What follows belongs to an exercise in optimizing a design on an open flow for small area, a short achievable clock period and few clock cycles; a production flow would make more cautious choices. At most, simulation tests tie the RTL to the original design; equivalence was not proved. Function not checked in runs 4 and 5: the RTL went through the layout flow alone. No activity file was given, so power comes from the tool's default toggle rates.

### design/flow/design.v
`timescale 1 ns/1 ns
module Tresholding(Go, P_Addr, P_Data, B_Addr, I_RW, I_En, O_RW, O_En, Done, T_Out, Clk, Rst);
	input Go;
	input [7:0] P_Data;
	output reg [16:0] P_Addr, B_Addr;
	output [7:0] T_Out;
	output I_RW, O_RW;
	output reg I_En, O_En, Done;
	input Clk, Rst;
	localparam K  = 10;          
	localparam L  = K + 4;       
	localparam NS = 320 / K;     
	localparam RW = 4;           
	assign I_RW = 1'b0;
	assign O_RW = 1'b1;
	reg         busy;            
	reg         run;             
	reg [RW-1:0] r;              
	reg [7:0]   cc;              
	reg [5:0]   s;               
	wire start   = Go & (~busy | Done);
	wire r_last  = (r == L-1);
	wire s_last  = (s == NS-1);
	wire c_end   = s_last ? (cc == 8'd241) : (cc == 8'd239);
	wire f_last  = r_last & s_last & (cc == 8'd241);
	wire rd_ok   = run & (cc < 8'd240) & ~((s == 0) & (r < 2)) & ~(s_last & (r >= L-2));
	wire ov      = run & (r >= 4) & ((cc >= 8'd2) | (s != 0));
	wire [1:0] otype = ~ov ? 2'd0 : ~r_last ? 2'd1 :
	                   ((cc == 8'd1) | (cc == 8'd241)) ? 2'd3 : 2'd2;
	always @(posedge Clk) begin
		if (Rst) begin
			busy <= 1'b0;
			run  <= 1'b0;
		end else begin
			if (start) begin
				busy <= 1'b1;
				run  <= 1'b1;
			end else begin
				if (Done) busy <= 1'b0;
				if (f_last) run <= 1'b0;
			end
		end
	end
	always @(posedge Clk) begin
		if (start) begin
			r  <= 0;
			cc <= 0;
			s  <= 0;
		end else if (run) begin
			if (r_last) begin
				r <= 0;
				if (c_end) begin
					cc <= 0;
					s  <= s + 1'b1;
				end else
					cc <= cc + 1'b1;
			end else
				r <= r + 1'b1;
		end
	end
	reg p_r0, p_c0;                  
	always @(posedge Clk) begin
		if (start) begin
			p_r0 <= 1'b1;
			p_c0 <= 1'b1;
		end else if (run) begin
			p_r0 <= r_last;
			p_c0 <= r_last & c_end;
		end
	end
	always @(posedge Clk) begin
		if (start)
			P_Addr <= 17'd479;
		else if (~p_r0)
			P_Addr <= P_Addr + 17'd240;
		else if (~p_c0)
			P_Addr <= P_Addr - (17'd240*(L-1) - 17'd1);
		else
			P_Addr <= P_Addr - 17'd959;
	end
	reg       rv, rvd;
	reg [3:0] m1, m2, m3;            
	reg [1:0] ot1, ot2, ot3, ot4, ot5, ot6, ot7;
	always @(posedge Clk) begin
		if (Rst) begin
			I_En <= 1'b0;
			rv   <= 1'b0;
			rvd  <= 1'b0;
			ot1 <= 0; ot2 <= 0; ot3 <= 0; ot4 <= 0; ot5 <= 0; ot6 <= 0;
			O_En <= 1'b0;
			Done <= 1'b0;
		end else begin
			I_En <= rd_ok;
			rv   <= I_En;
			rvd  <= rv;
			ot1  <= otype;
			ot2  <= ot1;
			ot3  <= ot2;
			ot4  <= ot3;
			ot5  <= ot4;
			ot6  <= ot5;
			O_En <= (ot6 != 2'd0);
			Done <= (ot6 == 2'd3) & ~run;
		end
	end
	always @(posedge Clk) begin
		m1 <= {(cc == 8'd0) | (cc == 8'd1), (cc == 8'd1), (cc == 8'd2), (cc == 8'd2) | (cc == 8'd3)};
		m2 <= m1;
		m3 <= m2;
		ot7 <= ot6;
	end
	always @(posedge Clk) begin
		if (start)
			B_Addr <= 17'd0;
		else if (O_En) begin
			if (ot7 == 2'd1)
				B_Addr <= B_Addr + 17'd240;
			else if (ot7 == 2'd2)
				B_Addr <= B_Addr - (17'd240*(K-1) - 17'd1);
			else
				B_Addr <= B_Addr + 17'd1;
		end
	end
	localparam N = 4*L;
	reg [7:0] sr [0:N-1];
	reg [7:0] pd;                    
	wire [7:0] din = rvd ? pd : 8'd0;
	integer i;
	always @(posedge Clk) begin
		pd    <= P_Data;
		sr[0] <= din;
		for (i = 1; i < N; i = i + 1)
			sr[i] <= sr[i-1];
	end
	wire [7:0] x4 = m3[3] ? 8'd0 : din;
	wire [7:0] x3 = m3[2] ? 8'd0 : sr[L-1];
	wire [7:0] x2 = sr[2*L-1];
	wire [7:0] x1 = m3[1] ? 8'd0 : sr[3*L-1];
	wire [7:0] x0 = m3[0] ? 8'd0 : sr[4*L-1];
	reg [8:0]  a04, a13;
	reg [10:0] c7;
	always @(posedge Clk) begin
		a04 <= x0 + x4;
		a13 <= x1 + x3;
		c7  <= {x2, 3'b000} - x2;
	end
	wire [7:0] c2 = sr[2*L];         
	reg [12:0] G;
	reg [14:0] X3;
	always @(posedge Clk) begin
		G   <= a04 + {a13, 2'b00} + c7;
		X3  <= 15'd0 - {a13, 1'b0} - {c2, 3'b000};
	end
	wire [7:0] c3 = sr[2*L+1];       
	reg [12:0] H0;
	reg [14:0] H1, H3;
	always @(posedge Clk) begin
		H0 <= G;
		H1 <= {G, 2'b00} - {c3, 1'b0};
		H3 <= {G, 3'b000} - G + X3;
	end
	wire [7:0] c4 = sr[2*L+4];       
	reg [12:0] Q1;
	reg [14:0] Q2;
	reg [15:0] Q3, Q4;
	wire [17:0] acc = Q4 + H0 + {~c4, 8'd0};
	reg  t;
	always @(posedge Clk) begin
		Q1 <= H0;
		Q2 <= Q1 + H1;
		Q3 <= Q2 + H3;
		Q4 <= Q3 + H1;
		t  <= acc[17] | acc[16];
	end
	assign T_Out = {8{t}};
endmodule
### design/flow/flow/run.sh
#!/bin/bash
# The standard layout, with ORFS's timing repair aiming at a larger setup
# margin and a clock tree without dummy loads.
bash standard.sh SETUP_SLACK_MARGIN=5.3 "CTS_ARGS=-sink_clustering_enable -repair_clock_nets -dont_use_dummy_load -buf_list sky130_fd_sc_hd__clkbuf_8 -sink_clustering_size 16 -sink_clustering_max_diameter 80 -root_buf sky130_fd_sc_hd__clkbuf_16" finish > standard.log 2>&1
### design/flow/standard.sh
#!/bin/bash
# synth_recipe.tcl (not shown) runs the flow's synth.tcl, then flattens the netlist and writes it again
# the make line also repeats each setting of config.mk as NAME=value (left out here)
make -C /OpenROAD-flow-scripts/flow DESIGN_CONFIG=/design/flow/config.mk WORK_HOME=/design/flow/orfs CLKGATE_MAP_FILE= SYNTH_SCRIPT=/design/flow/synth_recipe.tcl "${@:-finish}"
### design/flow/config.mk
export PLATFORM = sky130hd
export DESIGN_NAME = Tresholding
export DESIGN_NICKNAME = Tresholding
export VERILOG_FILES = /design/flow/design.v
export SDC_FILE = /design/flow/constraint.sdc
export NUM_CORES = 4
export LEC_CHECK = 0
export CAP_MARGIN = 20
export CORE_MARGIN = 2
export CORE_UTILIZATION = 40
export CTS_BUF_LIST = sky130_fd_sc_hd__clkbuf_8
export GPL_TIMING_DRIVEN = 0
export SETUP_SLACK_MARGIN = 5
export SLEW_MARGIN = 20
### design/flow/constraint.sdc
create_clock -name core_clock -period 8.0 [get_ports {Clk}]
set_input_delay 1.6000 -clock core_clock [delete_from_list [all_inputs] [get_ports {Clk}]]
set_output_delay 1.6000 -clock core_clock [all_outputs]
set_load 0.01 [all_outputs]
==> results of run 1 <==
-- per-stage QoR --
stage	setup slack, ns	instances	hold WS, ns
4_1_cts	5.16	2770	0.310
2_1_floorplan	5.41	1887	0.310
5_1_grt	5.18	2775	0.319
3_3_place_gp	4.30	2690	0.310
6_report	5.25	2775	0.303
3_5_place_dp	4.32	2690	0.312
-- state kept, by name, indices dropped and copies added (netlist names), 10 cells and up --
name and flops:
B_Addr 17, H3 15, c7 10, Q1 13
sr 448, H1 13, Q3 16, G 13
Q4 16, H0 12, P_Addr 17, Q2 15
X3 12
-- cells in the final DEF (no fill, tap or decap), drive strengths merged, types with 5 or more instances in the layout --
cell type | Yosys | layout
fa | 31 | 31
nor4 | 7 | 7
a211oi | 11 | 11
nor2 | 102 | 102
nor4b | 6 | 6
and3 | 12 | 12
or2 | 8 | 8
nand3b | 5 | 5
clkbuf | 18 | 66
a21o | 31 | 31
a21oi | 88 | 88
a21boi | 11 | 11
or3 | 6 | 6
nand2 | 76 | 76
o31ai | 9 | 9
nand4 | 11 | 11
o21a | 20 | 20
ha | 158 | 158
nand3 | 26 | 26
xor2 | 51 | 51
xnor2 | 85 | 85
inv | 132 | 131
nand2b | 20 | 20
o21ai | 68 | 68
nor2b | 61 | 61
nor3 | 22 | 22
nor3b | 7 | 7
buf | 15 | 97
a31oi | 12 | 12
clkdlybuf4s50 | 0 | 10
and2 | 13 | 13
dfxtp | 697 | 697
o21bai | 13 | 13
o211ai | 7 | 7
mux2i | 7 | 7
-- worst paths after layout --
kind                   from         end  slack (ns)  depth (start not counted)
hold reg to reg   sr[25][3]   sr[26][3]        0.30                          0
setup reg to reg     ot7[0]  B_Addr[16]        5.40                         10
hold / removal    sr[25][3]   sr[26][3]        0.30                          0
setup / recovery          t    T_Out[6]        5.25                          2
-- power by group --
part	internal, mW	total [mW]	leakage, nW	switching (mW)
Sequential	3.77	3.92	5.68	0.153
Combinational	1.02	2.09	4.73	1.07
Clock	0.610	1.60	0.378	0.990
Total	5.40	7.61	10.8	2.21
-- final cells by class --
class	count	area, µm²
timing repair buffer	91	771
buffer	33	209
fill	5104	30000
sequential	697	14100
tap	748	936
clock buffer	49	731
multi-input combinational	1025	7940
inverter	132	499
-- what timing repair did --
action                                  CTS  global route
resized for setup                       292            43
endpoints found under the setup margin   87            42
pin swaps                                 3            10
buffers inserted                         31             5
-- cells by family (layout without fill, tap and decap cells) --
logic type / Yosys count / count (layout) / share of synthesized area, %
AO/OA/AOI/OAI: 302 / 302 / 8.56
XOR/XNOR: 136 / 136 / 5.32
adder cells (fa/ha/maj): 189 / 189 / 11.6
buffers and inverters: 165 / 305 / 2.98
flip-flops: 697 / 697 / 62.3
multiplexers: 7 / 7 / 0.313
other: 2 / 2 / 0.0335
AND/OR/NAND/NOR: 389 / 389 / 8.87
-- routing by layer --
| layer | share of wire (%) | GRT usage [%] |
|---|---|---|
| met3 | 2.9 | 2.15 |
| met2 | 46 | 21.6 |
| met4 | 2.4 | 4.22 |
| met5 | 0 | 0 |
| met1 | 49 | 17.5 |
-- worst max-delay path, stage by stage, from the launching register on --
cell	delay [ns]
dfxtp_4	0.43
buf_6	0.11
buf_6	0.09
==> summary.md, run 1 <==
| Metric | Value |
|---|---|
| Total CTS buffers | between 40 and 50 |
| Hold-fix buffers at CTS | 0 |
| Clock root cell | clkbuf_16 |
| F_max | 363 MHz |
| Hpwl dp | 26.9 mm |
| Maximum vdd drop | 0.156 mV |
| CTS sink cnt | 697 |
| Post-synth top flop | dfxtp_1 |
| Outcome | finished clean |
| Initial DRC count | 507 |
| Sequential-to-total area share from yosys stat | roughly 62% |
| Max Fanout on Critical Path | 8 |
| Fin area | ~0.025 mm² |
| Nets@finish | ~2200 |
| Die Area | 0.0579 mm² |
| Initial antenna violation count | 1 |
| Total power | 7.61 mW |
| Drt via density | 4.59 |
| Worst EP arrival | approximately 1.2 ns |
| Synth Cell Area | between 0.02 and 0.025 mm² |
| # IOs | 58 |
| # rows | between 80 and 90 |
| Synth Register Bits | ~700 |
| Placer Congestion | 0.817 |
| Count leader, synth | dfxtp_1 |
| Routed wire per std cell | 13.5 µm |
| Crit path kind | reg2out |
| Synth warn | 2 |
| Worst-skew pair later-pin latency | roughly 0.56 ns |
| Average cell area after synthesis | roughly 12 µm² |
| Die W | between 200 and 250 µm |
| Distinct cells, synth | 65 |
| Lkg Pwr | 10.8 nW |
| Hold Crit Class | reg2reg |
| Layout cells sized above 1 | 11.9% |
| Drt pass-1 iters | 6 |
| Post-route ant nets | 0 |
| # DRC | 0 |
| RSZ-0062 raised after global routing | yes |
| Maxcap violations | 0 |
| First-pass GRT wire length | 61.3 mm |
| Dpl cell area | 0.0239 mm² |
| Share of flip-flops with an asynchronous set or reset | 0% |
| Rel. slew slack | 47.7% |
| Number of buffers added on ports | 55 |
| Setup violations, final | 0 |
| Post-synth EDFFs | 0 |
| Endpoint class of the critical path | output port |
| Ant. Diodes | 0 |
| Yosys top cell area share | 62.3% |
| Util after Layout | a little under half |
| Yosys top cell by area | dfxtp_1 |
| Slew @ Worst Pin | 0.777 ns |
| Final Hold Viols | 0 |
| H-tree Lvls | 2 |
| Critical path required time | 6.40 ns |
| Mapped Cells | 1887 |
| Power per cell area | 302 mW/mm² |
| Initial core utilization | 40.6% |
| Core ar. | about 0.055 mm² |
| Largest net degree at the start of global routing | 17 |
| Slew Limit Fails | 0 |
| Setup TNS | 0 ns |
| Syn nets | around 2100 |
| Synth top area cells | dfxtp_1 (62%), ha_1 (8.8%), xnor2_1 (3.3%) |
| P&R area growth vs syn | 12.4% |
| Drt total wl | between 30 and 40 mm |
| Clock-pin slew on the worst setup and hold paths | 0.09 ns |
| Startpoint Class | register |
| Fin crit period | 2.75 ns |
| CTS tree | built |
| Max Buffers Root-to-Sink | 3 |
| Die height | 241 µm |
| GRT Resource Usage Total | 13.1% |
| Via count | 12700 |
| Vias in the first global route | about 13000 |
| Total grt overflow | 0 |
| Period Utilization, post-route | approximately 34% |
| Clock Skews | 0.0412 ns |
| Synth top cells by count | dfxtp_1 (697), ha_1 (158), inv_1 (132) |
Testbench counts, summed over its fixed seeds: cycles 322,665.
==> run 2, diff against run 1 <==
--- a/design/flow/config.mk
+++ b/design/flow/config.mk
@@ -9,6 +9,5 @@
 export CORE_MARGIN = 2
 export CORE_UTILIZATION = 40
 export CTS_BUF_LIST = sky130_fd_sc_hd__clkbuf_8
-export GPL_TIMING_DRIVEN = 0
 export SETUP_SLACK_MARGIN = 5
 export SLEW_MARGIN = 20
==> summary.md, run 2 <==
| Metric | Value |
|---|---|
| Outcome | finished clean |
| Lkg Pwr | 10.7 nW |
| Reg2reg setup slack | around 5.4 ns |
| Via count | around 13000 |
| Core ar. | 0.0552 mm² |
| Nets@finish | 2198 |
| Internal power | 5.32 mW |
| Sequential-to-total area share from yosys stat | 62.3% |
| Maximum vdd drop | 0.154 mV |
| Rel. slew slack | between 30% and 40% |
| Average cell area after synthesis | 11.9 µm² |
| Die Area | a little under 0.06 mm² |
| Share of flip-flops with an asynchronous set or reset | 0% |
| Post-synth top flop | dfxtp_1 |
| Mapped Cells | 1887 |
| RSZ-0062 raised after global routing | yes |
| # DRC | 0 |
| # IOs | 58 |
| Clock Skews | between 0.04 and 0.05 ns |
| Reg with most FFs | sr |
| Synth top cells by count | dfxtp_1 (697), ha_1 (158), inv_1 (132) |
| Hold Path Sink | sr[27][5] |
| Number of buffers added on ports | 55 |
| Critical path required time | about 6.4 ns |
| Fin crit period | 2.66 ns |
| Drt total wl | 37.1 mm |
| Worst-skew pair later-pin latency | 0.56 ns |
| Total grt overflow | 0 |
| Initial DRC count | 433 |
| Max Buffers Root-to-Sink | 3 |
| R2R Path Start | G[3] |
| Largest register FFs | around 450 |
| Most frequent cells in the layout | dfxtp_1 (653), ha_1 (156), inv_1 (130) |
| Vias in the first global route | between 10000 and 15000 |
| Syn nets | 2087 |
| Hpwl dp | 25.9 mm |
| Hold path startpoint | sr[26][5] |
| Worst path max stage delay | 0.37 ns |
| Initial core utilization | 40.6% |
| Layout cells sized above 1 | between 10% and 20% |
| Count leader, synth | dfxtp_1 |
| Largest net degree at the start of global routing | 30 |
| Hold-fix buffers at CTS | 0 |
| Worst EP arrival | around 1.1 ns |
| Reg2reg path depth | 10 |
| Most common cell after layout, fill and taps aside | dfxtp_1 |
| Die height | 241 µm |
| First-pass GRT wire length | 61.2 mm |
| F_max | around 380 MHz |
| Synth warn | 2 |
| Yosys top cell area share | 62.3% |
| CTS tree | built |
| Combinational Power Share | 25.9% |
| Bufs and invs on worst path | 1 |
| Clock power share | 21.6% |
| Worst hold path depth | 0 |
| H-tree Lvls | 2 |
| Setup violations, final | 0 |
| Slew Limit Fails | 0 |
| Crit path max-delay cell type | dfxtp_4 |
| Post-synth EDFFs | 0 |
| Endpoint class of the critical path | output port |
| Synth top area cells | dfxtp_1 (62%), ha_1 (8.8%), xnor2_1 (3.3%) |
| Period Utilization, post-route | about 33% |
| # rows | 86 |
| Cell class contributing the biggest share of worst-path delay | flip-flops |
| Ant. Diodes | 0 |
| Clock root cell | clkbuf_16 |
| Placer Congestion | 0.847 |
| Initial antenna violation count | 1 |
| Max Fanout on Critical Path | 2 |
| Crit path cell chain | buf_6 |
| P&R area growth vs syn | 11.1% |
| Hold Crit Class | reg2reg |
| Crit path kind | reg2out |
| Flop pwr share | 52.5% |
| Die W | 241 µm |
| Maxcap violations | 0 |
| NetSw | 2.17 mW |
| Distinct cells, synth | 65 |
| Top flop regs | sr (448), B_Addr (17), P_Addr (17) |
| Drt pass-1 iters | 4 |
| GRT Resource Usage Total | 13.1% |
| Switching Share | 29.0% |
| CTS sink cnt | ~700 |
| Synth Cell Area | 0.0224 mm² |
| Slew @ Worst Pin | 0.911 ns |
| R2r endpoint | H3[14] |
| Hold_ws | 0.300 ns |
| Synth Register Bits | 697 |
| Clock-pin slew on the worst setup and hold paths | 0.11 ns |
| Power per cell area | between 300 and 400 mW/mm² |
| Post-route ant nets | 0 |
| Routed wire per std cell | around 14 µm |
| Total CTS buffers | 50 |
| Setup TNS | 0 ns |
| Final Hold Viols | 0 |
| Drt via density | about 4.6 |
| Fill count | 5089 |
| Startpoint Class | register |
| Yosys top cell by area | dfxtp_1 |
==> run 2: cell families (layout without fill, tap and decap cells) <==
logic type / count (synthesis) / after routing / share of synthesized area, %
compound gates: 302 / 302 / 8.56
xor+xnor: 136 / 136 / 5.32
fa+ha+maj: 189 / 189 / 11.6
buf+inv: 165 / 274 / 2.98
flops: 697 / 697 / 62.3
mux: 7 / 7 / 0.313
other cells: 2 / 2 / 0.0335
simple gates: 389 / 389 / 8.87
==> run 2: through the flow <==
stage / power (mW) / setup WS, ns / cell area [µm²] / utilization, % / cells
4_1_cts: 7.56 / 5.29 / 24800 / 44.9 / 2742
5_1_grt: 7.99 / 5.20 / 24900 / 45.1 / 2744
3_3_place_gp: 5.82 / 4.68 / 23700 / 43.0 / 2658
2_1_floorplan: 5.41 / 5.41 / 22400 / - / 1887
6_report: 7.49 / 5.34 / 24900 / 45.1 / 2744
3_5_place_dp: 5.87 / 4.65 / 23700 / 43.0 / 2658
==> run 2: final cells by class <==
| class | count | area (µm²) | share of cell area, % |
|---|---|---|---|
| multi-input cells | 1025 | 7880 | 31.7 |
| clock buffers | 50 | 744 | 2.99 |
| well taps | 748 | 936 | 3.76 |
| inverters | 132 | 495 | 1.99 |
| flip-flops and latches | 697 | 14100 | 56.6 |
| repair buffers | 92 | 747 | 3.00 |
==> run 2: worst max path at each step <==
stage	startpoint	end	depth (start not counted)
6_report	B_Addr[5]	B_Addr[5]	1
5_1_grt	a13[1]	X3[11]	12
4_1_cts	P_Addr[8]	P_Addr[8]	1
3_5_place_dp	Go	p_c0	5
3_3_place_gp	Go	cc[3]	5
2_1_floorplan	a13[0]	G[11]	11
==> run 2: routing by layer <==
metal	vias to the layer above	part of all wire, %	global-route usage, %
met1	5989	48	17.2
met4	0	2.8	5.01
met3	73	3.4	2.29
met2	157	46	21.7
met5	-	0	0
li1	6448	-	-
==> run 2: repair_timing <==
item | CTS | global route
gates resized for setup | 279 | 25
buffers inserted | 34 | 2
setup endpoints to repair | 54 | 31
pin swaps | 0 | 8
==> run 2: power by group through the flow <==
stage | clock network [mW] | registers (mW) | logic, mW
floorplan | 0 | 3.97 | 1.44
global placement | 0 | 4.03 | 1.79
detailed placement | 0 | 4.03 | 1.84
CTS | 1.71 | 3.94 | 1.91
global route | 1.83 | 3.97 | 2.19
finish | 1.62 | 3.93 | 1.94
==> run 3, diff against run 2 <==
--- a/design/flow/config.mk
+++ b/design/flow/config.mk
@@ -9,5 +9,6 @@
 export CORE_MARGIN = 2
 export CORE_UTILIZATION = 40
 export CTS_BUF_LIST = sky130_fd_sc_hd__clkbuf_8
+export GPL_ROUTABILITY_DRIVEN = 0
 export SETUP_SLACK_MARGIN = 5
 export SLEW_MARGIN = 20
==> summary.md, run 3 <==
| Metric | Value |
|---|---|
| Distinct cells, synth | 65 |
| Post-route ant nets | 0 |
| Maximum vdd drop | 0.154 mV |
| Clock-pin slew on the worst setup and hold paths | 0.11 ns |
| Synth top cells by count | dfxtp_1 (697), ha_1 (158), inv_1 (132) |
| Lkg Pwr | 10.7 nW |
| Initial core utilization | between 40 and 50% |
| Syn nets | about 2100 |
| Ant. Diodes | 0 |
| Die Area | a little under 0.06 mm² |
| Endpoint class of the critical path | output port |
| Startpoint Class | register |
| # IOs | 58 |
| Mapped Cells | 1887 |
| Drt pass-1 iters | 4 |
| Number of buffers added on ports | 55 |
| Share of flip-flops with an asynchronous set or reset | 0% |
| Fin crit period | 2.66 ns |
| Sequential-to-total area share from yosys stat | 62.3% |
| Fill count | between 5000 and 6000 |
| Largest net degree at the start of global routing | 30 |
| Yosys top cell area share | 62.3% |
| Total CTS buffers | 50 |
| Slew @ Worst Pin | 0.911 ns |
| Most frequent cells in the layout | dfxtp_1 (653), ha_1 (156), inv_1 (130) |
| Fin area | 0.0249 mm² |
| Synth warn | 2 |
| Total grt overflow | 0 |
| Power per cell area | 301 mW/mm² |
| Average cell area after synthesis | 11.9 µm² |
| P&R area growth vs syn | 11.1% |
| Post-synth EDFFs | 0 |
| Post-synth top flop | dfxtp_1 |
| Hold_ws | 0.300 ns |
| Initial DRC count | 433 |
| Worst EP arrival | 1.06 ns |
| Yosys top cell by area | dfxtp_1 |
| Critical path required time | 6.40 ns |
| Synth top area cells | dfxtp_1 (62%), ha_1 (8.8%), xnor2_1 (3.3%) |
| Crit path max-delay cell type | dfxtp_4 |
| Crit path kind | reg2out |
| Register Area | 0.0141 mm² |
| Area of the multi-input gates | 0.00788 mm² |
| CTS tree | built |
| Dpl cell area | 0.0237 mm² |
| Most common cell after layout, fill and taps aside | dfxtp_1 |
| Max Fanout on Critical Path | 2 |
| Pre-CTS setup slack | between 4 and 5 ns |
| Via count | roughly 13000 |
| Die height | about 240 µm |
| Hpwl dp | 25.9 mm |
| Bufs and invs on worst path | 1 |
| Synth Register Bits | 697 |
| # rows | 86 |
| Nets@finish | 2198 |
| First-pass GRT wire length | 61.2 mm |
| CTS sink cnt | 697 |
| # DRC | 0 |
| Worst-skew pair later-pin latency | 0.56 ns |
| Max Buffers Root-to-Sink | 3 |
| Clock Skews | roughly 0.045 ns |
| Top flop regs | sr (448), B_Addr (17), P_Addr (17) |
| Hold-fix buffers at CTS | 0 |
| Final Hold Viols | 0 |
| Core ar. | 0.0552 mm² |
| Setup violations, final | 0 |
| F_max | 376 MHz |
| Synth Cell Area | 0.0224 mm² |
| Reg with most FFs | sr |
| Crit path cell chain | buf_6 |
| Maxcap violations | 0 |
| Drt total wl | between 30 and 40 mm |
| Vias in the first global route | 12700 |
| Slew Limit Fails | 0 |
| GRT Resource Usage Total | 13.1% |
| Util after Layout | a little under half |
| RSZ-0062 raised after global routing | yes |
| H-tree Lvls | 2 |
| Cell class contributing the biggest share of worst-path delay | flip-flops |
| Routed wire per std cell | 13.5 µm |
| Hold Crit Class | reg2reg |
| Worst path max stage delay | between 0.3 and 0.4 ns |
| Largest register FFs | 448 |
| Layout cells sized above 1 | 10.8% |
| Rel. slew slack | 39.1% |
| Clock root cell | clkbuf_16 |
| Initial antenna violation count | 1 |
| Period Utilization, post-route | 33.3% |
| Drt via density | 4.62 |
| Final Worst Setup Slack | ~5.3 ns |
| Outcome | finished clean |
| Count leader, synth | dfxtp_1 |
| Die W | ~240 µm |
| Setup TNS | 0 ns |
[run 3: cell type report]
cell class	count	area share, %
Clock buffer	50	2.99
Timing Repair Buffer	92	3.00
Inverter	132	1.99
Multi-Input combinational cell	1025	31.7
Sequential cell	697	56.6
Tap cell	748	3.76
[run 3: path summary, 6_finish.rpt]
kind                  start        end  slack, ns  cells after the start
hold reg to reg   sr[26][5]  sr[27][5]       0.30                      0
setup / recovery  B_Addr[5]  B_Addr[5]       5.34                      1
hold / removal    sr[26][5]  sr[27][5]       0.30                      0
setup reg to reg       G[3]     H3[14]       5.40                     10
[run 3: stage by stage]
stage,power [mW],instances
floorplan,5.41,1887
global placement,5.82,2658
detailed placement,5.87,2658
CTS,7.56,2742
global route,7.99,2744
finish,7.49,2744
[run 3: per-layer routing]
layer / GRT usage [%] / vias up / share of wire, %
met2: 21.7 / 157 / 46
met3: 2.29 / 73 / 3.4
met1: 17.2 / 5989 / 48
met5: 0 / - / 0
li1: - / 6448 / -
met4: 5.01 / 0 / 2.8
[run 3: power by group]
group / internal (mW) / switching [mW]
sequential: 3.77 / 0.161
combinational: 0.924 / 1.01
clock: 0.621 / 0.998
total: 5.32 / 2.17
[run 3: timing repair]
item | in CTS | in global routing
resized for setup | 279 | 25
setup buffers | 34 | 2
pin swaps | 0 | 8
setup endpoints to repair | 54 | 31
[run 3: cells by family after synthesis]
family	after synthesis	share of synthesized area [%]
AOI/OAI and AO/OA	302	8.56
xor gates and xnor gates	136	5.32
adders and majority gates	189	11.6
buffers and inverters	165	2.98
DFF	697	62.3
muxes	7	0.313
other	2	0.0335
and+or+nand+nor	389	8.87
==> run 4, diff against run 3 <==
--- a/design/flow/design.v
+++ b/design/flow/design.v
@@ -10,7 +10,7 @@
 	localparam K  = 10;          
 	localparam L  = K + 4;       
 	localparam NS = 320 / K;     
-	localparam RW = 4;           
+	localparam RW = 4;             
 	assign I_RW = 1'b0;
 	assign O_RW = 1'b1;
 	reg         busy;            
@@ -78,8 +78,14 @@
 		else
 			P_Addr <= P_Addr - 17'd959;
 	end
+	wire [4:0] e  = {cc == 8'd4, cc == 8'd3, cc == 8'd2, cc == 8'd1, cc == 8'd0};
+	wire       rb = (r < 2);
+	wire k0 = rb ? e[1] : e[0];
+	wire k1 = rb ? e[2] : e[1];
+	wire k2 = rb ? e[3] : e[2];
+	wire k3 = rb ? e[4] : e[3];
 	reg       rv, rvd;
-	reg [3:0] m1, m2, m3;            
+	reg [3:0] mk;                    
 	reg [1:0] ot1, ot2, ot3, ot4, ot5, ot6, ot7;
 	always @(posedge Clk) begin
 		if (Rst) begin
@@ -104,9 +110,7 @@
 		end
 	end
 	always @(posedge Clk) begin
-		m1 <= {(cc == 8'd0) | (cc == 8'd1), (cc == 8'd1), (cc == 8'd2), (cc == 8'd2) | (cc == 8'd3)};
-		m2 <= m1;
-		m3 <= m2;
+		mk <= {k0 | k1, k1, k2, k2 | k3};
 		ot7 <= ot6;
 	end
 	always @(posedge Clk) begin
@@ -132,11 +136,11 @@
 		for (i = 1; i < N; i = i + 1)
 			sr[i] <= sr[i-1];
 	end
-	wire [7:0] x4 = m3[3] ? 8'd0 : din;
-	wire [7:0] x3 = m3[2] ? 8'd0 : sr[L-1];
+	wire [7:0] x4 = mk[3] ? 8'd0 : din;
+	wire [7:0] x3 = mk[2] ? 8'd0 : sr[L-1];
 	wire [7:0] x2 = sr[2*L-1];
-	wire [7:0] x1 = m3[1] ? 8'd0 : sr[3*L-1];
-	wire [7:0] x0 = m3[0] ? 8'd0 : sr[4*L-1];
+	wire [7:0] x1 = mk[1] ? 8'd0 : sr[3*L-1];
+	wire [7:0] x0 = mk[0] ? 8'd0 : sr[4*L-1];
 	reg [8:0]  a04, a13;
 	reg [10:0] c7;
 	always @(posedge Clk) begin
==> design/flow/flow/run.sh (replaced) <==
#!/bin/bash
# The standard layout, with ORFS's timing repair aiming at a larger setup
# margin and a clock tree without dummy loads.
bash standard.sh SETUP_SLACK_MARGIN=5.4 "CTS_ARGS=-sink_clustering_enable -repair_clock_nets -dont_use_dummy_load -buf_list sky130_fd_sc_hd__clkbuf_8 -sink_clustering_size 16 -sink_clustering_max_diameter 80 -root_buf sky130_fd_sc_hd__clkbuf_16" finish > standard.log 2>&1
--- a/design/flow/config.mk
+++ b/design/flow/config.mk
@@ -9,6 +9,5 @@
 export CORE_MARGIN = 2
 export CORE_UTILIZATION = 40
 export CTS_BUF_LIST = sky130_fd_sc_hd__clkbuf_8
-export GPL_ROUTABILITY_DRIVEN = 0
 export SETUP_SLACK_MARGIN = 5
 export SLEW_MARGIN = 20
==> summary.md, run 4 <==
| Metric | Value |
|---|---|
| Power per cell area | approximately 290 mW/mm² |
| Worst path max stage delay | 0.42 ns |
| Vias in the first global route | between 10000 and 15000 |
| Drt total wl | a little under 40 mm |
| Total grt overflow | 0 |
| Core ar. | 0.0553 mm² |
| Post-Synth Adder-Cell Area | 11.5% |
| Mapped Cells | 1919 |
| Largest family of logic cells by synthesized area | adder cells |
| Mux cell area share after synthesis | 0.273% |
| P&R area growth vs syn | 13.3% |
| Die Area | 0.0582 mm² |
| Crit path max-delay cell type | dfxtp_4 |
| Cell class contributing the biggest share of worst-path delay | flip-flops |
| Post-Synth XOR/XNOR Area | 5.41% |
| Clock root cell | clkbuf_16 |
| Util after Layout | 46.1% |
| Final Hold Viols | 0 |
| # DRC | 0 |
| Via count | 13000 |
| Crit path cell chain | buf_6 > buf_6 |
| Worst EP arrival | 1.16 ns |
| Hold Crit Class | reg2reg |
| Lkg Pwr | between 10 and 15 nW |
| Setup violations, final | 0 |
| Most frequent cells in the layout | dfxtp_1 (638), ha_1 (150), inv_1 (130) |
| Clock-pin slew on the worst setup and hold paths | approximately 0.10 ns |
| Switching Share | between 20% and 30% |
| Slew @ Worst Pin | 0.924 ns |
| NetSw | 2.10 mW |
| Placer Congestion | 0.852 |
| RSZ-0062 raised after global routing | yes |
| Final Worst Setup Slack | ~5.2 ns |
| Drt via density | ~4.7 |
| R2R Path Start | G[0] |
| Post-synth EDFFs | 0 |
| H-tree Lvls | 2 |
| CTS tree | built |
| Initial antenna violation count | 0 |
| Fill count | 5141 |
| Maximum vdd drop | 0.171 mV |
| Die height | 241 µm |
| Most common cell after layout, fill and taps aside | dfxtp_1 |
| # IOs | 58 |
| Flop pwr share | 52.4% |
| CP startpoint | t |
| Layout cells sized above 1 | 12.7% |
| Nets@finish | between 2000 and 2500 |
| F_max | 362 MHz |
| Largest register FFs | 448 |
| Hpwl dp | 26.8 mm |
| Fin crit period | 2.76 ns |
| Distinct cells, synth | between 80 and 90 |
| Rel. slew slack | between 30% and 40% |
| Hold-fix buffers at CTS | 0 |
| GRT Resource Usage Total | 13.8% |
| # rows | 86 |
| Synth Area in Simple Gates | under 10% |
| Post-route ant nets | 0 |
| First-pass GRT wire length | about 65 mm |
| Max Buffers Root-to-Sink | 3 |
| Average cell area after synthesis | 11.7 µm² |
| Sequential-to-total area share from yosys stat | 61.3% |
| Crit path kind | reg2out |
| Yosys top cell area share | between 60% and 70% |
| Synth warn | 2 |
| Slew Limit Fails | 0 |
| Share of flip-flops with an asynchronous set or reset | 0% |
| Bufs and invs on worst path | 2 |
| Pre-CTS setup slack | 4.54 ns |
| Combinational Power Share | 25.6% |
| Outcome | finished clean |
| Worst-skew pair later-pin latency | 0.55 ns |
| CTS sink cnt | 689 |
| Drt pass-1 iters | 5 |
| Clock power share | 21.9% |
| Yosys top cell by area | dfxtp_1 |
| Synth Cell Area | 0.0225 mm² |
| Largest net degree at the start of global routing | 27 |
| CP most frequent cell | buf_6 |
| Initial DRC count | 622 |
| Post-synth top flop | dfxtp_1 |
| Synth Register Bits | 689 |
| Reg with most FFs | sr |
| Internal power | 5.19 mW |
| Period Utilization, post-route | between 30% and 40% |
| Top flop regs | sr (448), B_Addr (17), P_Addr (17) |
| Number of buffers added on ports | 55 |
| Hold path startpoint | sr[24][3] |
| Compound-cell area share of the yosys netlist | 8.95% |
| Endpoint class of the critical path | output port |
| Synth top area cells | dfxtp_1 (61%), ha_1 (8.8%), xnor2_1 (3.4%) |
| Initial core utilization | 40.7% |
| Clock Skews | 0.0282 ns |
| Maxcap violations | 0 |
| Startpoint Class | register |
| Count leader, synth | dfxtp_1 |
| Critical path required time | 6.40 ns |
| Max Fanout on Critical Path | 7 |
| Total CTS buffers | between 40 and 50 |
| Routed wire per std cell | 13.9 µm |
| Synth top cells by count | dfxtp_1 (689), ha_1 (158), inv_1 (136) |
| Syn nets | 2119 |
| Setup TNS | 0 ns |
| Die W | 241 µm |
## run 4: final cells by class
cell class,count,area [µm²],share of cell area [%]
timing repair buffer,116,1100,4.31
sequential,689,13900,54.7
clock buffer,49,731,2.87
antenna,1,2.50,0.00982
tap,748,936,3.67
inverter,137,517,2.03
multi-input combinational,1063,8260,32.4
## run 4: power by group through the flow
stage	clock, mW	combinational [mW]	sequential (mW)
2_1_floorplan	0	1.27	3.86
3_3_place_gp	0	1.62	3.91
3_5_place_dp	0	1.66	3.91
4_1_cts	1.69	1.81	3.82
5_1_grt	1.81	2.10	3.85
6_report	1.60	1.87	3.82
## run 4: repair_timing
item                                    4_1_cts  5_1_grt
setup buffers                                47       13
resized for setup                           314       47
pin swaps                                    13       19
endpoints found under the setup margin       87       71
## run 4: worst register-to-register path: stages, from the launching register on
cell and delay [ns]:
dfxtp_2 0.36, fa_1 0.58, ha_4 0.22, a21o_1 0.17
a21oi_2 0.17, o21ai_2 0.10, o41a_1 0.37, a221o_1 0.34
a21oi_2 0.14, xnor2_1 0.12
## run 4: cell families after synthesis
family | count (synthesis)
AOI/OAI and AO/OA | 306
DFF | 689
adders and majority gates | 189
other | 2
and+or+nand+nor | 421
muxes | 6
xor gates and xnor gates | 139
buffers and inverters | 167
## run 4: final timing paths
check,to,slack (ns),depth (start not counted)
worst max-delay path,T_Out[5],5.24,2
worst min-delay path,sr[25][3],0.32,0
worst max register to register,H3[13],5.38,9
worst min register to register,sr[25][3],0.32,0
## run 4: routing by layer
| metal | wire length (µm) | vias up | GRT usage [%] | part of all wire (%) |
|---|---|---|---|---|
| li1 | - | 6678 | - | - |
| met1 | 19200 | 6128 | 18.7 | 49 |
| met2 | 17500 | 167 | 22.7 | 45 |
| met3 | 1360 | 65 | 2.69 | 3.5 |
| met4 | 790 | 0 | 3.80 | 2.0 |
| met5 | 0 | - | 0 | 0 |
## run 4: per-stage QoR
stage	hold WS (ns)	std cells	instance area [µm²]	power (mW)
5_1_grt	0.331	2802	25500	7.76
4_1_cts	0.325	2789	25200	7.32
6_report	0.320	2803	25500	7.29
3_5_place_dp	0.312	2693	23900	5.57
2_1_floorplan	0.310	1919	22500	5.13
3_3_place_gp	0.310	2693	23900	5.53
==> run 5, diff against run 4 <==
--- a/design/flow/design.v
+++ b/design/flow/design.v
@@ -7,7 +7,7 @@
 	output I_RW, O_RW;
 	output reg I_En, O_En, Done;
 	input Clk, Rst;
-	localparam K  = 10;          
+	localparam K  = 8;           
 	localparam L  = K + 4;       
 	localparam NS = 320 / K;     
 	localparam RW = 4;             
@@ -21,12 +21,12 @@
 	wire start   = Go & (~busy | Done);
 	wire r_last  = (r == L-1);
 	wire s_last  = (s == NS-1);
-	wire c_end   = s_last ? (cc == 8'd241) : (cc == 8'd239);
+	wire c_end   = (cc == 8'd241);
+	wire pre     = (s == 6'h3f);
 	wire f_last  = r_last & s_last & (cc == 8'd241);
 	wire rd_ok   = run & (cc < 8'd240) & ~((s == 0) & (r < 2)) & ~(s_last & (r >= L-2));
-	wire ov      = run & (r >= 4) & ((cc >= 8'd2) | (s != 0));
-	wire [1:0] otype = ~ov ? 2'd0 : ~r_last ? 2'd1 :
-	                   ((cc == 8'd1) | (cc == 8'd241)) ? 2'd3 : 2'd2;
+	wire ov      = run & (r >= 4) & (cc >= 8'd2) & ~pre;
+	wire [1:0] otype = ~ov ? 2'd0 : ~r_last ? 2'd1 : c_end ? 2'd3 : 2'd2;
 	always @(posedge Clk) begin
 		if (Rst) begin
 			busy <= 1'b0;
@@ -44,8 +44,8 @@
 	always @(posedge Clk) begin
 		if (start) begin
 			r  <= 0;
-			cc <= 0;
-			s  <= 0;
+			cc <= 8'd240;
+			s  <= 6'h3f;
 		end else if (run) begin
 			if (r_last) begin
 				r <= 0;
@@ -62,7 +62,7 @@
 	always @(posedge Clk) begin
 		if (start) begin
 			p_r0 <= 1'b1;
-			p_c0 <= 1'b1;
+			p_c0 <= 1'b0;
 		end else if (run) begin
 			p_r0 <= r_last;
 			p_c0 <= r_last & c_end;
@@ -76,16 +76,9 @@
 		else if (~p_c0)
 			P_Addr <= P_Addr - (17'd240*(L-1) - 17'd1);
 		else
-			P_Addr <= P_Addr - 17'd959;
+			P_Addr <= P_Addr - 17'd961;
 	end
-	wire [4:0] e  = {cc == 8'd4, cc == 8'd3, cc == 8'd2, cc == 8'd1, cc == 8'd0};
-	wire       rb = (r < 2);
-	wire k0 = rb ? e[1] : e[0];
-	wire k1 = rb ? e[2] : e[1];
-	wire k2 = rb ? e[3] : e[2];
-	wire k3 = rb ? e[4] : e[3];
 	reg       rv, rvd;
-	reg [3:0] mk;                    
 	reg [1:0] ot1, ot2, ot3, ot4, ot5, ot6, ot7;
 	always @(posedge Clk) begin
 		if (Rst) begin
@@ -110,7 +103,6 @@
 		end
 	end
 	always @(posedge Clk) begin
-		mk <= {k0 | k1, k1, k2, k2 | k3};
 		ot7 <= ot6;
 	end
 	always @(posedge Clk) begin
@@ -136,11 +128,11 @@
 		for (i = 1; i < N; i = i + 1)
 			sr[i] <= sr[i-1];
 	end
-	wire [7:0] x4 = mk[3] ? 8'd0 : din;
-	wire [7:0] x3 = mk[2] ? 8'd0 : sr[L-1];
+	wire [7:0] x4 = din;
+	wire [7:0] x3 = sr[L-1];
 	wire [7:0] x2 = sr[2*L-1];
-	wire [7:0] x1 = mk[1] ? 8'd0 : sr[3*L-1];
-	wire [7:0] x0 = mk[0] ? 8'd0 : sr[4*L-1];
+	wire [7:0] x1 = sr[3*L-1];
+	wire [7:0] x0 = sr[4*L-1];
 	reg [8:0]  a04, a13;
 	reg [10:0] c7;
 	always @(posedge Clk) begin
@@ -150,24 +142,24 @@
 	end
 	wire [7:0] c2 = sr[2*L];         
 	reg [12:0] G;
-	reg [14:0] X3;
+	reg [16:0] X3;
 	always @(posedge Clk) begin
 		G   <= a04 + {a13, 2'b00} + c7;
-		X3  <= 15'd0 - {a13, 1'b0} - {c2, 3'b000};
+		X3  <= {~c2, 8'd0} + {~c2, 3'd0} - {a13, 1'b0} - 17'd2040;
 	end
 	wire [7:0] c3 = sr[2*L+1];       
 	reg [12:0] H0;
-	reg [14:0] H1, H3;
+	reg [14:0] H1;
+	reg [16:0] H3;
 	always @(posedge Clk) begin
 		H0 <= G;
 		H1 <= {G, 2'b00} - {c3, 1'b0};
 		H3 <= {G, 3'b000} - G + X3;
 	end
-	wire [7:0] c4 = sr[2*L+4];       
 	reg [12:0] Q1;
 	reg [14:0] Q2;
-	reg [15:0] Q3, Q4;
-	wire [17:0] acc = Q4 + H0 + {~c4, 8'd0};
+	reg [16:0] Q3, Q4;
+	wire [17:0] acc = Q4 + H0;
 	reg  t;
 	always @(posedge Clk) begin
 		Q1 <= H0;
==> summary.md, run 5 <==
| Metric | Value |
|---|---|
| Bufs and invs on worst path | 11 |
| Core ar. | around 0.053 mm² |
| # rows | 84 |
| F_max | 363 MHz |
| Final Hold Viols | 0 |
| Hold path startpoint | sr[32][0] |
| Die W | 236 µm |
| Largest register FFs | 384 |
| Worst-skew pair later-pin latency | 0.55 ns |
| Die Area | 0.0556 mm² |
| Average cell area after synthesis | 11.3 µm² |
| Worst EP arrival | 3.21 ns |
| Critical path required time | 8.46 ns |
| Max Fanout on Critical Path | 2 |
| Hold_ws | 0.272 ns |
| Crit path max-delay cell type | fa_1 |
| Post-synth top flop | dfxtp_1 |
| Maxcap violations | 0 |
| Layout cells sized above 1 | 13.9% |
| CTS sink cnt | around 630 |
| Post-synth EDFFs | 0 |
| Routed wire per std cell | 14.7 µm |
| Synth warn | 2 |
| Setup TNS | 0 ns |
| Mapped Cells | 1908 |
| Outcome | finished clean |
| Cell class contributing the biggest share of worst-path delay | buffers and inverters |
| Clock Skews | 0.0583 ns |
| Count leader, synth | dfxtp_1 |
| Worst path max stage delay | between 0.5 and 0.6 ns |
| Drt pass-1 iters | 5 |
| Fill count | 4785 |
| Initial DRC count | 628 |
| Maximum vdd drop | 0.178 mV |
| Final Worst Setup Slack | 5.25 ns |
| Vias in the first global route | 13100 |
| Rel. slew slack | a little under two fifths |
| P&R area growth vs syn | 13.4% |
| Synth top area cells | dfxtp_1 (59%), ha_1 (8.4%), xnor2_1 (3.5%) |
| Placer Congestion | roughly 0.82 |
| Combinational Power Share | 8.9% |
| First-pass GRT wire length | 64.8 mm |
| Power per cell area | 213 mW/mm² |
| NetSw | about 1.2 mW |
| Hold-fix buffers at CTS | 0 |
| Fin crit period | ~2.8 ns |
| Reg with most FFs | sr |
| # DRC | 0 |
| # IOs | 58 |
| Pre-CTS setup slack | 4.56 ns |
| Initial antenna violation count | 2 |
| Clock-pin slew on the worst setup and hold paths | 0.10 ns |
| Most frequent cells in the layout | dfxtp_1 (571), ha_1 (134), inv_1 (121) |
| Area of the multi-input gates | roughly 0.0084 mm² |
| Largest net degree at the start of global routing | 34 |
| Sequential-to-total area share from yosys stat | 58.6% |
| CP startpoint | a04[2] |
| Flop pwr share | 62.2% |
| Die height | 236 µm |
| Internal power | roughly 4.0 mW |
| Drt total wl | 39.8 mm |
| Yosys top cell area share | 58.6% |
| Startpoint Class | register |
| GRT Resource Usage Total | 14.2% |
| CTS tree | built |
| Total power | 5.20 mW |
| Total CTS buffers | 47 |
| Crit path kind | reg2reg |
| Initial core utilization | 40.6% |
| Clock root cell | clkbuf_16 |
| Clock power share | roughly 29% |
| Hpwl dp | roughly 27 mm |
| Switching Share | 22.8% |
| Hold Crit Class | reg2reg |
| Post-route ant nets | 0 |
| Setup violations, final | 0 |
| Nets@finish | 2208 |
| Slew Limit Fails | 0 |
| Ant. Diodes | 0 |
| Synth top cells by count | dfxtp_1 (629), ha_1 (145), inv_1 (129) |
| Endpoint class of the critical path | register |
| Distinct cells, synth | 78 |
| Max Buffers Root-to-Sink | 3 |
| RSZ-0062 raised after global routing | yes |
| CP most frequent cell | buf_4 |
| Yosys top cell by area | dfxtp_1 |
| Total grt overflow | 0 |
| Synth Cell Area | 0.0215 mm² |
| Util after Layout | 46.1% |
| Via count | about 13000 |
| Drt via density | just under 5 |
| Syn nets | 2092 |
| R2R Path Start | a04[2] |
| H-tree Lvls | 2 |
| Register Area | 0.0127 mm² |
| Most common cell after layout, fill and taps aside | dfxtp_1 |
| Share of flip-flops with an asynchronous set or reset | 0% |
| Lkg Pwr | between 10 and 15 nW |
| Period Utilization, post-route | 34.4% |
| Number of buffers added on ports | 55 |
| Slew @ Worst Pin | 0.947 ns |
| Synth Register Bits | 629 |
| Crit path cell chain | inv_2 > fa_1 > inv_2 > fa_2 > a21o_1 > a21oi_2 > buf_4 > buf_4 > buf_4 > buf_4 > buf_4 > buf_4 > buf_6 > buf_6 > buf_6 > xnor2_2 |
run 5: changes by cell type in the layout (fill, tap and decap cells not counted), moves of 9 or more:
cell and change:
o21ai_1 -26, a21oi_1 +15, ha_1 -16, inv_1 -9, o21ai_0 +19, dfxtp_1 -67
nor2b_1 -35, nor2_1 +11
run 5: metrics by stage:
step           std cells  area (µm²)
2_1_floorplan       1908       21500
3_3_place_gp        2599       22700
3_5_place_dp        2599       22700
4_1_cts             2703       24100
5_1_grt             2710       24400
6_report            2710       24400
run 5: path summary, 6_finish.rpt:
path	cells after the start	to	slack, ns
worst min register to register	0	sr[33][0]	0.27
worst max register to register	16	G[5]	5.25
worst min-delay path	0	sr[33][0]	0.27
worst max-delay path	16	G[5]	5.25
run 5: timing repair:
item,in CTS,in global routing
endpoints found under the hold margin,0,0
pin swaps,18,30
setup endpoints to repair,75,65
gates resized for setup,334,50
setup buffers,57,7
run 5: cell type report:
cell class,count,share of cell area [%]
clock buffers,47,2.89
inverters,130,2.00
multi-input cells,1095,34.6
flip-flops and latches,629,52.3
well taps,688,3.53
repair buffers,121,4.62
run 5: layer usage:
metal  wire (µm)  global-route usage, %
met5           0                      0
met3        1570                   2.11
met4        1220                   5.29
met2       18200                   23.7
met1       18800                   18.7
run 5: cells by family (layout without fill, tap and decap cells):
kind of cell | after synthesis | count (layout) | synth area share, %
AOI/OAI and AO/OA | 340 | 340 | 10.5
xor gates and xnor gates | 130 | 130 | 5.30
adders and majority gates | 173 | 173 | 11.1
buffers and inverters | 184 | 298 | 3.46
DFF | 629 | 629 | 58.6
muxes | 13 | 13 | 0.606
other | 2 | 2 | 0.0349
and+or+nand+nor | 437 | 437 | 10.4
run 5: power groups by stage:
stage / clock network (mW) / logic [mW] / registers, mW
2_1_floorplan: 0 / 0.233 / 3.31
3_3_place_gp: 0 / 0.351 / 3.32
3_5_place_dp: 0 / 0.359 / 3.32
4_1_cts: 1.59 / 0.455 / 3.24
5_1_grt: 1.69 / 0.509 / 3.24
6_report: 1.50 / 0.463 / 3.23

## static timing again, ports no longer ideal
Ports are ideal in the flow. The routed layouts listed here were re-timed in OpenROAD. Step 1: set_driving_cell puts a clkbuf_16 on Clk and a buf_2 on each other input, an assumption about the parent block. Step 2 times the ports against the registers' clock, not the clock port: input delays grow and output delays shrink by t, the midpoint of the rising clock arrivals with the driver on. Three values: ideal ports, drivers, drivers and shift; two values: the first two.
| run | shift t [ns] | setup slack, ns | worst setup path after step 2 | clock arrival spread, ns |
|---|---|---|---|---|
| run 1 | 0.592 | 5.248 / 5.196 / 4.792 | input to register | 0.042 / 0.042 |
| run 2 | 0.585 | 5.339 / 5.284 / 4.834 | input to register | 0.086 / 0.086 |
| run 3 | 0.585 | 5.339 / 5.284 / 4.834 | input to register | 0.086 / 0.086 |
| run 4 | 0.591 | 5.241 / 5.189 / 4.842 | input to register | 0.029 / 0.029 |
| run 5 | 0.582 | 5.246 / 5.197 / 4.934 | input to register | 0.086 / 0.086 |
After both steps setup and hold are still met in every run listed.
